This design comes from an exercise in tuning for small area and a short achievable clock period on the open sky130 flow, not from production work.
Only the layout flow was run in this run; the RTL was not checked for function there.
No activity file was given, so power comes from the tool's default toggle rates.

==> flow/design.v <==
module CmpTree #(parameter N = 8) (
  input  wire [N-1:0] a,
  input  wire [N-1:0] b,
  output wire         gt,
  output wire         eq
);
  localparam L = (N > 16) ? 5 : (N > 8) ? 4 : (N > 4) ? 3 : (N > 2) ? 2 : 1;
  localparam M = 1 << L;
  wire [M-1:0] g [0:L];
  wire [M-1:0] e [0:L];
  assign g[0] = {{(M-N){1'b0}}, b & ~a};
  assign e[0] = {{(M-N){1'b1}}, ~(a ^ b)};
  genvar l, i;
  generate
    for (l = 0; l < L; l = l + 1) begin : lvl
      for (i = 0; i < (M >> (l + 1)); i = i + 1) begin : nd
        assign g[l+1][i] = g[l][2*i+1] | (e[l][2*i+1] & g[l][2*i]);
        assign e[l+1][i] = e[l][2*i+1] & e[l][2*i];
      end
      if ((M >> (l + 1)) < M) begin : pad
        assign g[l+1][M-1:(M >> (l + 1))] = 0;
        assign e[l+1][M-1:(M >> (l + 1))] = 0;
      end
    end
  endgenerate
  assign gt = g[L][0];
  assign eq = e[L][0];
endmodule
module CmpChain #(parameter N = 23) (
  input  wire [N-1:0] a,
  input  wire [N-1:0] b,
  output wire         gt,
  output wire         eq
);
  wire [N:0] g;
  assign g[0] = 1'b0;
  genvar i;
  generate
    for (i = 0; i < N; i = i + 1) begin : bt
      assign g[i+1] = (b[i] & ~a[i]) | (~(a[i] ^ b[i]) & g[i]);
    end
  endgenerate
  assign gt = g[N];
  assign eq = (a == b);
endmodule
module KsAdd #(parameter N = 24) (
  input  wire [N-1:0] x,
  input  wire [N-1:0] y,
  output wire [N-1:0] s,
  output wire         co
);
  localparam L = (N > 16) ? 5 : (N > 8) ? 4 : (N > 4) ? 3 : (N > 2) ? 2 : 1;
  wire [N-1:0] p = x ^ y;
  wire [N-1:0] g [0:L];
  wire [N-1:0] pp [0:L];
  assign g[0]  = x & y;
  assign pp[0] = p;
  genvar l, i;
  generate
    for (l = 0; l < L; l = l + 1) begin : lvl
      for (i = 0; i < N; i = i + 1) begin : bt
        if (i >= (1 << l)) begin : cb
          assign g[l+1][i]  = g[l][i] | (pp[l][i] & g[l][i - (1 << l)]);
          assign pp[l+1][i] = pp[l][i] & pp[l][i - (1 << l)];
        end else begin : ps
          assign g[l+1][i]  = g[l][i];
          assign pp[l+1][i] = pp[l][i];
        end
      end
    end
  endgenerate
  assign s  = p ^ {g[L][N-2:0], 1'b0};
  assign co = g[L][N-1];
endmodule
module ExpDiff #(parameter N = 8) (
  input  wire [N-1:0] ea,
  input  wire [N-1:0] eb,
  output wire [N-1:0] dab,     
  output wire [N-1:0] dba,     
  output wire         ge,      
  output wire         eq       
);
  localparam L = (N > 4) ? 3 : (N > 2) ? 2 : 1;
  wire [N-1:0] x = ea;
  wire [N-1:0] y = ~eb;
  wire [N-1:0] p = x ^ y;
  wire [N-1:0] g [0:L];
  wire [N-1:0] pp [0:L];
  assign g[0]  = x & y;
  assign pp[0] = p;
  genvar l, i;
  generate
    for (l = 0; l < L; l = l + 1) begin : lvl
      for (i = 0; i < N; i = i + 1) begin : bt
        if (i >= (1 << l)) begin : cb
          assign g[l+1][i]  = g[l][i] | (pp[l][i] & g[l][i - (1 << l)]);
          assign pp[l+1][i] = pp[l][i] & pp[l][i - (1 << l)];
        end else begin : ps
          assign g[l+1][i]  = g[l][i];
          assign pp[l+1][i] = pp[l][i];
        end
      end
    end
  endgenerate
  wire [N-1:0] c0 = {g[L][N-2:0], 1'b0};
  wire [N-1:0] c1 = {g[L][N-2:0] | pp[L][N-2:0], 1'b1};
  assign dba = ~(p ^ c0);
  assign dab = p ^ c1;
  assign ge  = g[L][N-1] | pp[L][N-1];
  assign eq  = pp[L][N-1];
endmodule
module SkAdd #(parameter N = 24) (
  input  wire [N-1:0] x,
  input  wire [N-1:0] y,
  output wire [N-1:0] s,
  output wire         co
);
  localparam L = (N > 16) ? 5 : (N > 8) ? 4 : (N > 4) ? 3 : (N > 2) ? 2 : 1;
  wire [N-1:0] p = x ^ y;
  wire [N-1:0] g [0:L];
  wire [N-1:0] pp [0:L];
  assign g[0]  = x & y;
  assign pp[0] = p;
  genvar l, i;
  generate
    for (l = 0; l < L; l = l + 1) begin : lvl
      for (i = 0; i < N; i = i + 1) begin : bt
        if ((i >> l) & 1) begin : cb
          assign g[l+1][i]  = g[l][i] | (pp[l][i] & g[l][((i >> l) << l) - 1]);
          assign pp[l+1][i] = pp[l][i] & pp[l][((i >> l) << l) - 1];
        end else begin : ps
          assign g[l+1][i]  = g[l][i];
          assign pp[l+1][i] = pp[l][i];
        end
      end
    end
  endgenerate
  assign s  = p ^ {g[L][N-2:0], 1'b0};
  assign co = g[L][N-1];
endmodule
module RcAdd #(parameter N = 8) (
  input  wire [N-1:0] x,
  input  wire [N-1:0] y,
  output wire [N-1:0] s,
  output wire         co
);
  wire [N:0] c;
  assign c[0] = 1'b0;
  genvar i;
  generate
    for (i = 0; i < N; i = i + 1) begin : bt
      assign s[i]   = x[i] ^ y[i] ^ c[i];
      assign c[i+1] = (x[i] & y[i]) | (c[i] & (x[i] | y[i]));
    end
  endgenerate
  assign co = c[N];
endmodule
module BkAdd #(parameter N = 24) (
  input  wire [N-1:0] x,
  input  wire [N-1:0] y,
  output wire [N-1:0] s,
  output wire         co
);
  localparam L = (N > 16) ? 5 : (N > 8) ? 4 : (N > 4) ? 3 : (N > 2) ? 2 : 1;
  wire [N-1:0] p = x ^ y;
  wire [N-1:0] gu [0:L];
  wire [N-1:0] pu [0:L];
  assign gu[0] = x & y;
  assign pu[0] = p;
  genvar l, i;
  generate
    for (l = 0; l < L; l = l + 1) begin : up
      for (i = 0; i < N; i = i + 1) begin : bt
        if ((((i + 1) % (2 << l)) == 0)) begin : cb
          assign gu[l+1][i] = gu[l][i] | (pu[l][i] & gu[l][i - (1 << l)]);
          assign pu[l+1][i] = pu[l][i] & pu[l][i - (1 << l)];
        end else begin : ps
          assign gu[l+1][i] = gu[l][i];
          assign pu[l+1][i] = pu[l][i];
        end
      end
    end
  endgenerate
  wire [N-1:0] gd [0:L];
  assign gd[L] = gu[L];
  generate
    for (l = L - 1; l >= 0; l = l - 1) begin : dn
      for (i = 0; i < N; i = i + 1) begin : bt
        if ((((i + 1) % (2 << l)) == (1 << l)) && (i >= (2 << l))) begin : cb
          assign gd[l][i] = gd[l+1][i] | (pu[l][i] & gd[l+1][i - (1 << l)]);
        end else begin : ps
          assign gd[l][i] = gd[l+1][i];
        end
      end
    end
  endgenerate
  assign s  = p ^ {gd[0][N-2:0], 1'b0};
  assign co = gd[0][N-1];
endmodule
module SkEac (
  input  wire [23:0] xi,
  input  wire [23:0] y,
  input  wire        sub,
  output wire [23:0] r,
  output wire        co,
  output wire        neg,
  output wire        zero
);
  wire [23:0] p = xi ^ y;
  wire [23:0] g [0:5];
  wire [23:0] pp [0:5];
  assign g[0]  = xi & y;
  assign pp[0] = p;
  genvar l, i;
  generate
    for (l = 0; l < 5; l = l + 1) begin : lvl
      for (i = 0; i < 24; i = i + 1) begin : bt
        if ((i >> l) & 1) begin : cb
          assign g[l+1][i]  = g[l][i] | (pp[l][i] & g[l][((i >> l) << l) - 1]);
          assign pp[l+1][i] = pp[l][i] & pp[l][((i >> l) << l) - 1];
        end else begin : ps
          assign g[l+1][i]  = g[l][i];
          assign pp[l+1][i] = pp[l][i];
        end
      end
    end
  endgenerate
  assign co   = g[5][23];
  assign neg  = sub & co;
  assign zero = sub & pp[5][23];
  wire [23:0] s0 = p ^ {g[5][22:0], 1'b0};
  wire [23:0] s1 = p ^ ({g[5][22:0], 1'b1} | {pp[5][22:0], 1'b1});
  assign r = neg ? s1 : (s0 ^ {24{sub}});
endmodule
module Lzc32 (
  input  wire [31:0] x,
  output wire [4:0]  cnt,
  output wire        zero
);
  wire [15:0] z1; wire [15:0] c1;           
  wire [7:0]  z2; wire [15:0] c2;           
  wire [3:0]  z3; wire [11:0] c3;           
  wire [1:0]  z4; wire [7:0]  c4;           
  genvar i;
  generate
    for (i = 0; i < 16; i = i + 1) begin : l1
      assign z1[i] = ~(x[2*i+1] | x[2*i]);
      assign c1[i] = ~x[2*i+1];
    end
    for (i = 0; i < 8; i = i + 1) begin : l2
      assign z2[i] = z1[2*i+1] & z1[2*i];
      assign c2[2*i+1:2*i] = z1[2*i+1] ? {1'b1, c1[2*i]} : {1'b0, c1[2*i+1]};
    end
    for (i = 0; i < 4; i = i + 1) begin : l3
      assign z3[i] = z2[2*i+1] & z2[2*i];
      assign c3[3*i+2:3*i] = z2[2*i+1] ? {1'b1, c2[4*i+1:4*i]} : {1'b0, c2[4*i+3:4*i+2]};
    end
    for (i = 0; i < 2; i = i + 1) begin : l4
      assign z4[i] = z3[2*i+1] & z3[2*i];
      assign c4[4*i+3:4*i] = z3[2*i+1] ? {1'b1, c3[6*i+2:6*i]} : {1'b0, c3[6*i+5:6*i+3]};
    end
  endgenerate
  assign zero = z4[1] & z4[0];
  assign cnt  = z4[1] ? {1'b1, c4[3:0]} : {1'b0, c4[7:4]};
endmodule
module PipelinedFAdd (
  input  wire        clk,
  input  wire        rst,
  input  wire [31:0] A,
  input  wire [31:0] B,
  input  wire        operation,
  input  wire        in_valid,
  output wire [31:0] result,
  output wire        out_valid
);
  wire e_gt, e_eq;
  CmpTree #(8) u_ce (.a(A[30:23]), .b(B[30:23]), .gt(e_gt), .eq(e_eq));
  wire [4:0] dab, dba;
  wire       d_ge, d_eq;
  ExpDiff #(5) u_ed (.ea(A[27:23]), .eb(B[27:23]), .dab(dab), .dba(dba), .ge(d_ge), .eq(d_eq));
  reg  [31:0] r1_a, r1_b;
  reg  [4:0]  r1_dab, r1_dba;
  reg         r1_op, r1_swap;
  always @(posedge clk) begin
    r1_a    <= A;
    r1_b    <= B;
    r1_op   <= operation;
    r1_swap <= e_gt | (e_eq & ~(|A[22:0]) & (|B[22:0]));
    r1_dab  <= dab;
    r1_dba  <= dba;
  end
  wire        sa = r1_a[31];
  wire        sb = r1_b[31] ^ r1_op;
  wire [7:0]  ea = r1_a[30:23];
  wire [7:0]  eb = r1_b[30:23];
  wire [22:0] fa = r1_a[22:0];
  wire [22:0] fb = r1_b[22:0];
  wire ea_nz  = |ea;
  wire eb_nz  = |eb;
  wire fa_nz  = |fa;
  wire fb_nz  = |fb;
  wire a_inf  = (&ea) & ~fa_nz;
  wire b_inf  = (&eb) & ~fb_nz;
  wire a_zero = ~ea_nz & ~fa_nz;
  wire b_zero = ~eb_nz & ~fb_nz;
  wire special = (&ea) | (&eb) | a_zero | b_zero;
  wire sub    = sa ^ sb;
  wire r1_eeq = (ea == eb);
  wire qnan   = a_inf & b_inf & r1_op & sub;
  wire zflip  = a_zero & b_zero & r1_op;
  wire [7:0]  e_big   = r1_swap ? eb : ea;
  wire [7:0]  e_small = r1_swap ? ea : eb;
  wire [4:0]  d       = r1_swap ? r1_dba : r1_dab;
  wire [7:0]  e_diff  = e_big - e_small;
  wire        kill    = special | (e_diff > 8'd23);
  wire [22:0] f_big   = r1_swap ? fb : fa;
  wire [22:0] f_small = r1_swap ? fa : fb;
  wire        h_big   = (r1_swap ? eb_nz : ea_nz) | special;
  wire        h_small = r1_swap ? ea_nz : eb_nz;
  wire [23:0] ms_sh   = {h_small, f_small} >> d;
  reg  [7:0]  r2_q;
  reg  [23:0] r2_xb, r2_ys;
  reg         r2_sb, r2_ss, r2_sub, r2_qnan;
  always @(posedge clk) begin
    r2_q    <= ~e_big - 8'd1;
    r2_xb   <= {h_big, f_big} ^ {24{sub}};
    r2_ys   <= kill ? 24'd0 : ms_sh;
    r2_sub  <= sub;
    r2_qnan <= qnan;
    r2_sb   <= ~qnan & ((r1_swap ? sb : sa) ^ zflip);
    r2_ss   <= r1_swap ? sa : sb;
  end
  wire [23:0] ad_r;
  wire        ad_co, ad_neg, ad_zero;
  SkEac u_add (.xi(r2_xb), .y(r2_ys), .sub(r2_sub), .r(ad_r), .co(ad_co), .neg(ad_neg), .zero(ad_zero));
  reg  [7:0]  r3_q;
  reg  [24:0] r3_sum;
  reg         r3_s;
  always @(posedge clk) begin
    r3_q    <= ad_zero ? (r2_q - 8'd24) : r2_q;
    r3_sum  <= {ad_co & ~r2_sub, ad_r} | {2'b00, r2_qnan, 22'd0};
    r3_s    <= ad_neg ? r2_ss : r2_sb;
  end
  wire [4:0] lz;
  wire       lz_zero;
  Lzc32 u_lzc (.x({r3_sum, 7'h7F}), .cnt(lz), .zero(lz_zero));
  wire [24:0] sh4 = lz[4] ? {r3_sum[8:0], 16'd0} : r3_sum;
  wire [24:0] sh3 = lz[3] ? {sh4[16:0], 8'd0} : sh4;
  wire [24:0] sh2 = lz[2] ? {sh3[20:0], 4'd0} : sh3;
  wire [24:0] sh1 = lz[1] ? {sh2[22:0], 2'd0} : sh2;
  wire [24:0] sh0 = lz[0] ? {sh1[23:0], 1'd0} : sh1;
  wire [7:0] ne_out;
  wire       ne_co;
  KsAdd #(8) u_exp (.x(r3_q), .y({3'd0, lz}), .s(ne_out), .co(ne_co));
  reg [31:0] r4_res;
  always @(posedge clk)
    r4_res <= {r3_s, ~ne_out, sh0[23], sh0[22:1]};
  assign result = r4_res;
  reg [3:0] vld;
  always @(posedge clk or posedge rst)
    if (rst) vld <= 4'b0000;
    else     vld <= {vld[2:0], in_valid};
  assign out_valid = vld[3];
endmodule
==> flow/flow/run.sh <==
#!/bin/bash
# Standard layout, with the adder cells left to ABC (no full/half adder
# extraction before it), port buffers of a plain buffer cell, a shallower
# clock tree, and timing repair aiming at a tighter setup margin.
# make's output goes to standard.log, each ORFS step logs to orfs/logs/.
bash standard.sh ADDER_MAP_FILE= SETUP_SLACK_MARGIN=5.45 TNS_END_PERCENT=10 \
  "BUFFER_PORTS_ARGS=-buffer_cell sky130_fd_sc_hd__buf_2" \
  "CTS_ARGS=-repair_clock_nets -buf_list sky130_fd_sc_hd__clkbuf_16 -root_buf sky130_fd_sc_hd__clkbuf_16 -dont_use_dummy_load" \
  finish > standard.log 2>&1
==> flow/standard.sh <==
#!/bin/bash
# synth_recipe.tcl (not shown) runs the flow's synth.tcl, then flattens the netlist and writes it again
# the make line also repeats each setting of config.mk as NAME=value (left out here)
make -C /OpenROAD-flow-scripts/flow DESIGN_CONFIG=/design/flow/config.mk WORK_HOME=/design/flow/orfs CLKGATE_MAP_FILE= SYNTH_SCRIPT=/design/flow/synth_recipe.tcl "${@:-finish}"
==> flow/config.mk <==
export PLATFORM = sky130hd
export DESIGN_NAME = PipelinedFAdd
export DESIGN_NICKNAME = PipelinedFAdd
export VERILOG_FILES = /design/flow/design.v
export SDC_FILE = /design/flow/constraint.sdc
export NUM_CORES = 4
export LEC_CHECK = 0
export ABC_AREA = 1
export CAP_MARGIN = 20
export CORE_MARGIN = 2
export CORE_UTILIZATION = 40
export CTS_BUF_LIST = sky130_fd_sc_hd__clkbuf_8
export CTS_CLUSTER_DIAMETER = 60
export CTS_CLUSTER_SIZE = 25
export SETUP_SLACK_MARGIN = 5
export SLEW_MARGIN = 20
==> flow/constraint.sdc <==
create_clock -name core_clock -period 8.0 [get_ports {clk}]
set_input_delay 1.6000 -clock core_clock [delete_from_list [all_inputs] [get_ports {clk}]]
set_output_delay 1.6000 -clock core_clock [all_outputs]
set_load 0.01 [all_outputs]
==> impl_results.md <==
* Worst Path Buf+Inv at 1
* RSZ-0062 raised after global routing: true
* Crit Path Max Fanout at 1
* Clock network power share at 21.1%
* Sequential share of the synthesized area at 36.3%
* Final Hold Viols at 0
* Final Slew Violations at 0
* Max-Cap Viols at 0
* First-pass GRT wire length at 45,400 um
* Cell total after placement at 2,104
* CTS Root Cell: clkbuf_16
* Final Skew at 31.1 ps
* Die width at 172 um
* FF+latch count, synth at 205
* Final ANT Viol Nets at 0
* Net switching power at 1.27 mW
* Hold Buf Count CTS at 0
* Die Y at 172 um
* Synth unique cells at 51
* Worst-Margin Slew at 988 ps
* Worst path arrival time at 910 ps
* Fillcell total at 2,906
* Largest net degree at the start of global routing at 61
* Iter 0 DRT Violations at 556
* HPWL after DPL at 21,600 um
* CTS max path bufs at 2
* Commonest non-fill, non-tap cell in the layout: nand2_1
* Final net count at 1,824
* CTS H-tree lvls at 4
* Yosys warning count at 5
* Vias in the first global route at 9,363
* Achievable frequency at 399 MHz
* Final setup fails at 0
* Min Tclk post-route at 2510 ps
* Share of layout cells above drive strength 1 at 13.8%
* Pint at 2.06 mW
* Placer Congestion at 0.918
* N_diodes at 0
* Initial antenna violation count at 0
* DP Worst Slack at 4910 ps
* Site row count at 61
* Worst Setup Slack, final at 5490 ps
* Grt total ovfl at 0
* Dominant synthesized flop cell: dfxtp_1
* Post-Syn Instances at 1,673
* Worst Hold Class: flip-flop to flip-flop
* Synth Cell Area at 11,400 um2
* Worst path slowest cell: dfxtp_1
* Clock latency (worst-skew pair) at 440 ps
* Layout area overhead at 12.5%
* Asr flop ratio synth at 1.95%
* Gate power share at 39.0%
* EDFF count, synth at 0
* Leakage at 6.19 nW
* Worst Setup Start Kind: flip-flop
* Setup TNS at 0 ps
* Vias at 10,153
* Vias/cell at 4.76
* Core ar. at 27,900 um2
* Worst-path cell chain: buf_2
* Num ports at 101
* Status: timing/DRC/antenna clean
* Die area at 29,800 um2
* Crit end category: output pin
* Power density cells at 261 nW/um2
* Slowest stage delay, CP at 340 ps
* Starting Density at 40.8%
* Most frequent cells in the layout: nand2_1 (469), dfxtp_1 (199), inv_1 (175)
* Crit Path Class: flip-flop to output pin
* Clock Pin Slew Worst Setup and Hold Paths at 70 ps
* Flop pwr share at 39.9%
* DRC at 0
* Worst EP required at 6400 ps
* TritonCTS Sinks at 205
* Crit-path leading delay family: flip-flops
* CTS tree: done
* DRT Pass-1 Iters at 18
* Period Utilization, post-route at 31.4%
* I/O Buffers at 100
* Switching Fraction at 38.2%
* Cts bufs inserted at 17
* Final WL at 27,600 um
* Slew HR at 34.0%
* Syn nets at 1,741
* Layout Cells excl Fill at 2,132
* Syn Area/Cell at 6.79 um2
* All-Layer GR Usage at 19.1%
* Worst VDD drop at 128 uV
* Wire per inst at 12.9 um
-- registers in the layout (all words and copies together) (netlist names), 4 cells and up --
name    flops
r1_a       32
r1_b       32
r4_res     32
r3_sum     25
r2_xb      24
r2_ys      24
r2_q        8
r3_q        8
r1_dba      5
r1_dab      4
vld         4
-- per-stage QoR --
step / hold WS [ps] / util [%] / power (mW) / area [um2]
2_1_floorplan: 310 / - / 2.30 / 11400
3_3_place_gp: 315 / 43.5 / 2.62 / 12100
3_5_place_dp: 324 / 43.5 / 2.62 / 12100
4_1_cts: 320 / 45.4 / 3.35 / 12600
5_1_grt: 323 / 45.8 / 3.61 / 12800
6_report: 317 / 45.8 / 3.34 / 12800
-- layer usage --
metal,global-route usage [%],wire length [um]
met5,0,0
met4,6.69,669
met3,2.52,1050
met2,33.0,13000
met1,24.4,12900
-- layout make-up --
class | instances | area [um2] | area share [%]
multi-input cells | 1225 | 6350 | 49.7
flip-flops and latches | 205 | 4130 | 32.3
inverters | 193 | 729 | 5.71
repair buffers | 113 | 654 | 5.12
well taps | 378 | 473 | 3.70
clock buffers | 17 | 425 | 3.33
repair inverters | 1 | 7.51 | 0.0588
-- synth_stat cells (14+ instances only) --
cell / n / area (um2)
clkbuf_1: 15 / 56.3
mux2i_1: 22 / 220
inv_2: 16 / 60.1
xnor2_1: 24 / 210
or2_1: 14 / 87.6
nor2_1: 149 / 559
nand2_2: 15 / 93.8
o21ai_1: 56 / 280
a21oi_1: 43 / 215
xor2_1: 62 / 543
nand2_1: 472 / 1770
nand3_1: 94 / 470
nand4_1: 21 / 131
inv_1: 176 / 661
dfxtp_1: 201 / 4020
o211ai_1: 31 / 233
nor2_2: 14 / 87.6
o21ai_0: 101 / 505
buf_2: 20 / 100
nor2_4: 14 / 158
-- what timing repair did --
action | CTS | global route
endpoints found under the setup margin | 53 | 60
pin swaps | 1 | 3
resized for setup | 7 | 17
cloned | 2 | 1
buffers inserted | 3 | 5
-- cells by family after synthesis --
logic type                Yosys count  synth area share [%]
muxes                              22                  1.94
AOI/OAI and AO/OA                 272                  13.7
buffers and inverters             245                  8.88
xor gates and xnor gates           86                  6.63
and+or+nand+nor                   843                  32.5
DFF                               205                  36.3
-- final timing paths --
check	start	endpoint	slack, ps	cells after the start
max in group asynchronous	rst	vld[3]	6810	2
min	r2_q[0]	r3_q[0]	320	0
max	r4_res[24]	result[24]	5490	1
max reg2reg	r3_sum[16]	r4_res[0]	5640	10
min reg2reg	r2_q[0]	r3_q[0]	320	0
min in group asynchronous	rst	vld[0]	1050	2
-- power groups by stage --
stage,clock network (mW),registers [mW],logic [mW]
6_report,0.704,1.33,1.30
4_1_cts,0.725,1.33,1.29
2_1_floorplan,0,1.36,0.942
5_1_grt,0.765,1.36,1.49
3_3_place_gp,0,1.37,1.25
3_5_place_dp,0,1.37,1.25

[what the ideal ports hide]
Ports are ideal in the flow. The routed layout listed here was re-timed in OpenROAD.
Step 1, drivers: a clkbuf_16 drives clk and a buf_2 each remaining input, both assumed.
Step 2 moves the port delays by t, midway between the first and last clock arrival at a register: inputs arrive t later, outputs are due t later. That takes back most of the time a late clock gives input paths.
Slacks: no drivers / after step 1 / after step 2; pairs: no drivers / after step 1.
t, ns: 0.476
setup slack, ns: 5.491 / 5.444 / 5.114
worst data-port slew with drivers (ns): 0.03
After both steps this run still meets setup and hold. For this run, drivers alone change the setup slack by -0.047 ns; drivers and shift together by -0.377 ns.
